What follows belongs to an exercise in optimizing a design on an open flow for small area; a production flow would make more cautious choices. Only simulation tests tie the RTL to the original design; equivalence was not proved. The clock input has no modelled driver; a real chip could not lean on it and would need a root buffer or a full tree. Power figures rest on the tool's default switching activity, not on a simulated workload.

==> 07-28 <==
Design top_artyz7_nrf24_rx_singlefile, start of the top module:
module top_artyz7_nrf24_rx_singlefile (
    input  wire clk_125mhz,
    input  wire reset_btn,      
    output wire nrf_mosi,
    input  wire nrf_miso,
    output wire nrf_sck,
    output wire nrf_csn,
    output wire nrf_ce,
    output reg  [3:0] led,
    output wire       motor_in1,
    output wire       motor_in2,
    output wire       motor_in3,
    output wire       motor_in4,
    output wire       motor_pwm_a,
    output wire       motor_pwm_b
);
Settings: LEC_CHECK=0, CAP_MARGIN=20, CORE_MARGIN=2, CORE_UTILIZATION=40, SLEW_MARGIN=20; clock period 8.0 ns.
standard.sh (not shown) runs the stock make flow with config.mk's settings and CLKGATE_MAP_FILE= SYNTH_SCRIPT=/design/flow/synth_recipe.tcl, a recipe that flattens the netlist after the stock synthesis.
==> flow/flow/run.sh <==
#!/bin/bash
# Own layout flow: the standard ORFS flow with these changes
#  - ABC maps the logic for area (flow/abc_area.script) instead of speed;
#    the register mapping (dfflibmap) is untouched
#  - no separate half/full adder mapping before ABC (ADDER_MAP_FILE empty):
#    ABC maps the counters with the rest of the logic
#  - ports are buffered with the smallest buffer (buf_1)
#  - the clock tree is three clkbuf_8, each driving a third of the
#    flip-flops (flow/manual_cts.tcl), instead of TritonCTS's tree
# Each tool's log is kept in orfs/logs; make's output in make.log.
set -euo pipefail
here=$(pwd)
rm -rf "$here/scripts_mod"
cp -r "$FLOW_HOME/scripts" "$here/scripts_mod"
cp "$here/flow/abc_area.script" "$here/scripts_mod/abc_speed.script"
sed -i 's|^log_cmd clock_tree_synthesis {\*}\$cts_args|source $::env(MANUAL_CTS_TCL)|' "$here/scripts_mod/cts.tcl"
grep -q MANUAL_CTS_TCL "$here/scripts_mod/cts.tcl"

export MANUAL_CTS_TCL="$here/flow/manual_cts.tcl"
export CTS_CLK_NET=clk_125mhz CTS_BUF=sky130_fd_sc_hd__clkbuf_8 CTS_K=3

# The standard flow's make line (standard.sh), with the overrides appended
mk=$(grep -m1 '^make -C' standard.sh | sed 's/ "\${@:-finish}"$//')
eval "$mk" \
  SCRIPTS_DIR="$here/scripts_mod" \
  ADDER_MAP_FILE= \
  BUFFER_PORTS_ARGS=\"-buffer_cell sky130_fd_sc_hd__buf_1\" \
  finish > "$here/make.log" 2>&1

odb=$(ls "$here"/orfs/results/*/top_artyz7_nrf24_rx_singlefile/base/6_final.odb)
: # left out here: write the final layout as DEF
Other scripts of this flow, unchanged in this note and not shown: flow/flow/abc_area.script, flow/flow/manual_cts.tcl
==> inputs of 08-07, as changes to 07-28 <==
--- a/flow/design.v
+++ b/flow/design.v
@@ -57,30 +57,30 @@
     output wire       motor_in1,
     output wire       motor_in2,
     output wire       motor_in3,
     output wire       motor_in4,
     output wire       motor_pwm_a,
     output wire       motor_pwm_b
 );
-    localparam [3:0] P_STARTUP  = 4'd11;
-    localparam [3:0] P_EN_AA    = 4'd6;
-    localparam [3:0] P_EN_RXA   = 4'd12;
-    localparam [3:0] P_SETUP_AW = 4'd9;
-    localparam [3:0] P_RF_CH    = 4'd3;
-    localparam [3:0] P_RF_SETUP = 4'd7;
-    localparam [3:0] P_RX_ADDR0 = 4'd15;
-    localparam [3:0] P_RX_PW0   = 4'd14;
-    localparam [3:0] P_CONFIG   = 4'd13;
-    localparam [3:0] P_FLUSH    = 4'd10;
-    localparam [3:0] P_CLEAR    = 4'd4;
-    localparam [3:0] P_PWRUP    = 4'd8;
-    localparam [3:0] P_RUN      = 4'd0;
-    localparam [3:0] P_STATUS   = 4'd1;
-    localparam [3:0] P_PAYLOAD  = 4'd2;
-    localparam [3:0] P_CLEAR2   = 4'd5;    
+    localparam [3:0] P_STARTUP  = 4'd5;
+    localparam [3:0] P_EN_AA    = 4'd11;
+    localparam [3:0] P_EN_RXA   = 4'd7;
+    localparam [3:0] P_SETUP_AW = 4'd15;
+    localparam [3:0] P_RF_CH    = 4'd14;
+    localparam [3:0] P_RF_SETUP = 4'd12;
+    localparam [3:0] P_RX_ADDR0 = 4'd9;
+    localparam [3:0] P_RX_PW0   = 4'd3;
+    localparam [3:0] P_CONFIG   = 4'd6;
+    localparam [3:0] P_FLUSH    = 4'd13;
+    localparam [3:0] P_CLEAR    = 4'd10;
+    localparam [3:0] P_PWRUP    = 4'd4;
+    localparam [3:0] P_RUN      = 4'd8;
+    localparam [3:0] P_STATUS   = 4'd0;
+    localparam [3:0] P_PAYLOAD  = 4'd1;
+    localparam [3:0] P_CLEAR2   = 4'd2;    
     localparam integer N_PWRUP   = 375000;
     localparam integer N_POLL    = 125000;
     function [18:0] mr;   
         input integer n;
         integer r;
         begin
             r = n % 194;
@@ -91,14 +91,15 @@
     localparam [18:0] C_PWRUP   = mr(N_PWRUP);
     localparam [18:0] C_POLL    = mr(N_POLL);
     reg [3:0]  D;
     reg [3:0]  H;
     reg [10:0] B;
     reg [3:0]  ph;
     reg        mosi;
+    reg [3:0]  nib;
     wire [18:0] cnt = {B, H, D};
     wire [8:0]  pwm_ramp;
     wire [4:0]  pwm_div;
     wire        pwm_wrap;
     function [7:0] tx_byte;
         input [3:0] p;
         input [5:0] b;
@@ -145,82 +146,76 @@
     wire [5:0] flen = frame_len(ph);
     wire at_len = ((B[5:0] & flen) == flen) & h0;
     wire cnt0 = (B[5:0] == 6'd0) & (H == 4'd0) & (D == 4'd0);
     assign nrf_csn = ~in_frame | cnt0 | (at_len & (D[1] | D[0]));
     wire [2:0] bsel = h0 ? 3'd7 : (3'd6 - H[3:1]);
     wire [7:0] txb  = tx_byte(ph, B[5:0]);
     wire rom_bit =
-        (H[3] & ~B[0] & ~ph[1] & ~ph[3]) |
-        (H[2] & H[3] & B[0] & ~ph[1] & ph[3]) |
-        (~ph[1] & ~ph[2] & ~ph[3]) |
-        (H[1] & H[2] & B[0] & ph[0] & ~ph[1] & ph[2] & ph[3]) |
-        (H[3] & B[0] & ph[0] & ~ph[1] & ph[2] & ph[3]) |
-        (H[0] & ~H[2] & ~H[3] & ~ph[0] & ~ph[2]) |
-        (~H[1] & H[2] & ~B[0] & ~ph[0] & ph[1] & ph[2] & ph[3]) |
-        (B[0] & ~ph[0] & ~ph[2]) |
-        (~H[1] & H[2] & B[0] & ~B[1] & ~B[2] & ph[0] & ph[1] & ph[3]) |
-        (H[1] & H[3] & ph[0] & ph[1] & ph[2] & ~ph[3]) |
-        (H[2] & H[3] & B[0] & ph[0] & ph[1] & ph[2]) |
+        (H[2] & H[3] & B[0] & ~ph[1]) |
+        (H[0] & ~H[2] & ~H[3] & ~ph[1] & ~ph[3]) |
+        (~H[2] & ~H[3] & ph[0] & ~ph[1] & ph[2]) |
+        (B[0] & ~ph[1] & ~ph[3]) |
+        (B[1] & ~ph[3]) |
         (H[0] & ~H[1] & ~H[2] & B[1]) |
         (B[2] & ~ph[3]) |
+        (H[3] & ~B[0] & ~ph[0] & ~ph[2]) |
+        (H[1] & H[2] & B[0] & ~ph[0] & ph[1] & ph[2]) |
+        (H[3] & B[0] & ~ph[0] & ph[2] & ~ph[3]) |
+        (~H[1] & H[2] & ~B[0] & ph[0] & ph[1] & ~ph[2] & ~ph[3]) |
+        (H[1] & ~H[2] & ~H[3] & ~ph[2] & ~ph[3]) |
+        (H[1] & H[3] & ph[0] & ph[2] & ph[3]) |
         (H[1] & ~H[2] & ~H[3] & ~B[0] & ~B[1]) |
-        (B[1] & ~ph[3]) |
         (H[0] & ~H[1] & ~H[2] & B[2]) |
-        (H[0] & ~H[2] & ~H[3] & B[0] & ~ph[1] & ~ph[3]) |
-        (H[1] & ~H[2] & ~H[3] & B[0] & ph[1] & ph[3]) |
-        (H[1] & H[3] & ~ph[2] & ph[3]) |
-        (~H[2] & H[3] & B[1]) |
-        (H[1] & H[2] & B[1]) |
-        (H[2] & H[3] & ~B[0] & ~ph[2] & ~ph[3]) |
-        (~H[1] & ~H[2] & H[3] & ~B[0] & ph[0] & ~ph[3]) |
-        (H[0] & ~H[1] & ~H[3] & B[0] & ~ph[1] & ~ph[3]) |
-        (H[0] & ~H[1] & ~H[2] & B[0] & ~ph[2] & ~ph[3]) |
-        (H[1] & ~B[0] & ~B[1] & ~B[2] & ph[0] & ph[1] & ph[3]) |
-        (H[2] & H[3] & ~ph[1] & ~ph[2]) |
-        (~H[0] & ph[1] & ~ph[2] & ph[3]) |
-        (H[2] & H[3] & ~B[0] & ~ph[0] & ~ph[3]) |
-        (H[1] & H[3] & ~B[0] & ~ph[0] & ~ph[1]) |
-        (H[1] & H[2] & B[0] & ph[1] & ~ph[2]) |
+        (H[0] & ~H[1] & ~H[3] & B[0] & ~ph[0] & ~ph[2]) |
+        (~ph[0] & ~ph[1] & ~ph[3]) |
+        (H[1] & B[0] & B[1]) |
+        (H[2] & H[3] & ~B[0] & ph[1] & ph[3]) |
+        (H[1] & H[3] & ~B[0] & ~B[2] & ~ph[1] & ph[3]) |
+        (H[2] & H[3] & B[0] & ph[0] & ph[2]) |
+        (H[1] & ~H[2] & ~H[3] & B[0] & ~ph[1] & ~ph[2]) |
+        (~H[1] & ~H[2] & H[3] & ~B[0] & ~ph[0] & ph[3]) |
+        (H[1] & H[2] & ~B[0] & ~B[2] & ~ph[1] & ~ph[2] & ph[3]) |
+        (H[0] & ~H[1] & ~H[2] & B[0] & ~ph[0] & ph[1] & ph[2] & ph[3]) |
+        (H[1] & H[3] & ~ph[0] & ~ph[1]) |
+        (H[2] & H[3] & ~ph[1] & ~ph[3]) |
+        (H[1] & ~H[2] & ~B[0] & ph[0] & ph[2]) |
+        (H[1] & ~H[2] & ~H[3] & ~ph[0] & ~ph[2]) |
+        (~H[1] & H[2] & B[0] & ~B[1] & ~B[2] & ph[0] & ~ph[1]) |
         ((ph == P_PAYLOAD) & (B[5:3] != 3'd0));
     wire mosi_ld = ~nrf_csn & ((h0 & D[0]) | (H[0] & dwrap & (H != 4'd15)));
     wire init_chain = (ph == P_EN_AA) || (ph == P_EN_RXA) || (ph == P_SETUP_AW) ||
                       (ph == P_RF_CH) || (ph == P_RF_SETUP) || (ph == P_RX_ADDR0) ||
                       (ph == P_RX_PW0) || (ph == P_CONFIG) || (ph == P_FLUSH);
     wire fr_end = in_frame & at_len & (init_chain ? D[1] : D[0]);
     wire st_end = B[5] & B[4] & pwm_ramp[8] & pwm_ramp[7] & pwm_ramp[5] & pwm_ramp[3] & pwm_div[0];
     wire dl_end = (ph == P_STARTUP) ? st_end :
                   (ph == P_PWRUP)   ? ((cnt & C_PWRUP)   == C_PWRUP)   :
                   (ph == P_RUN)     ? ((cnt & C_POLL)    == C_POLL)    : 1'b0;
     wire clr = fr_end | dl_end;
     reg fb;
     always @(*) begin
         case (ph)
+            4'd5: fb = 1'b1;
+            4'd11: fb = 1'b1;
+            4'd7: fb = 1'b1;
             4'd12: fb = 1'b1;
             4'd9: fb = 1'b1;
-            4'd3: fb = 1'b1;
-            4'd7: fb = 1'b1;
-            4'd14: fb = 1'b1;
+            4'd6: fb = 1'b1;
             4'd0: fb = 1'b1;
             4'd2: fb = 1'b1;
-            4'd5: fb = 1'b1;
             default: fb = 1'b0;
         endcase
     end
-    wire rx_shift = in_frame & dwrap & ~H[0] & (B[5:1] == 5'd0) & (B[0] | (H[3:2] == 2'd0));
-    wire [3:0] nib = B[10:7];
     always @(posedge clk_125mhz) begin
         if (clr | reset_btn) begin
             D <= 4'd0; H <= 4'd0; B <= 11'd0;
         end else begin
             D <= dwrap ? 4'd0 : D + 4'd1;
             if (dwrap) H <= H + 4'd1;
-            if (rx_shift)
-                B[10:7] <= {B[9:7], nrf_miso};
-            else if (ph == P_STARTUP ? pwm_wrap : (dwrap && H == 4'd15))
-                B <= B + 11'd1;
+            if (ph == P_STARTUP ? pwm_wrap : (dwrap && H == 4'd15)) B <= B + 11'd1;
         end
     end
     always @(posedge clk_125mhz) begin
         if (reset_btn) begin
             ph      <= P_STARTUP;
             mosi    <= 1'b0;
             led     <= 4'd0;
@@ -230,14 +225,18 @@
                 if ((ph == P_STATUS && !nib[0]) || ph == P_CLEAR2)
                     ph <= P_RUN;
                 else
                     ph <= {ph[2:0], fb};
             end
             if (fr_end && ph == P_PAYLOAD) led <= nib;
         end
+    end
+    always @(posedge clk_125mhz) begin
+        if (dwrap && ~H[0] && B[5:1] == 5'd0 && (B[0] || H[3:2] == 2'd0))
+            nib <= {nib[2:0], nrf_miso};
     end
     assign nrf_sck  = H[0] & in_frame;    
     assign nrf_ce   = (ph == P_RUN) | (ph == P_STATUS) | (ph == P_PAYLOAD) | (ph == P_CLEAR2);
     assign nrf_mosi = mosi;
     Motor_Controller u_motor (
         .clk        (clk_125mhz),
         .reset      (reset_btn),
==> summary of the runs <==
Of 08-07 and 07-28, 08-07 has the higher clock power (gap about 8%, measured against 07-28).
In global-route usage, 07-28 and 08-07 hardly differ.
Between 07-28 and 08-07, the lower routed wire length is in 07-28 (gap about 2.7%, measured against 08-07).
Between 07-28 and 08-07, the lower flip-flop and latch count is in 07-28 (gap 4).
In 08-07 the synthesized cell count is smaller than in 07-28, by 0.78%.
Of 07-28 and 08-07, 08-07 has the higher sequential power (gap about 9%, measured against 08-07).
In 07-28 the worst hold slack is higher than in 08-07, by 22 ps.
In 08-07 the via count is larger than in 07-28, by about 0.6%.
==> figures <==
item                                                        07-28     08-07
Wire length of the first global-routing pass              8090 um   8270 um
Hold path depth                                                 2         0
Number of sequential cells in the layout                       46        50
WP data required                                          8020 ps   6400 ps
Final nets                                                    281       278
PnR Total Power                                          0.338 mW  0.367 mW
Clock transition at the registers of the reported paths    100 ps    120 ps
Layout overhead on the synthesized area                     8.66%     8.22%
Vertical extent of the die                                76.4 um   78.0 um
Hold WS                                                    492 ps    469 ps
Number of synthesized register bits                            46        50
Sequential cell power                                    0.234 mW  0.257 mW
Result of the run                no timing/DRC/antenna violations  no timing/DRC/antenna violations
Crit-path max cell delay                                   630 ps    540 ps
Filler Cell Count                                             529       541
Combinational cell fraction of total power                   3.0%      2.6%
Overall routing resource usage                              16.1%     16.0%
In every run of this note, the design's own scripts or RTL, not TritonCTS, make the clock network.

-- what the ideal ports hide --
How much do the figures lean on ideal ports? The routed layouts below were timed once more, with nothing changed but the port constraints. Step 1: set_driving_cell puts a clkbuf_16 on clk_125mhz and a buf_2 on each other input, an assumption about the parent block. Step 2 adds t to the input delays and takes it off the output delays; t is the mean of the earliest and latest rising clock arrival at the registers after step 1. Input paths then give back, and output paths get back, about the clock's delay inside the block. Three values: ideal, step 1, step 2; two values: the first two.
| run | t (ns) | setup slack, ns | worst hold slack (ns) | worst setup path after step 2 |
|---|---|---|---|---|
| 07-28 | 0.195 | 3.616 / 3.616 / 3.616 | 0.492 / 0.492 / 0.492 | register to register |
| 08-07 | 0.205 | 3.758 / 3.713 / 3.918 | 0.469 / 0.469 / 0.469 | register to output |
After both steps setup and hold are still met in every run listed.
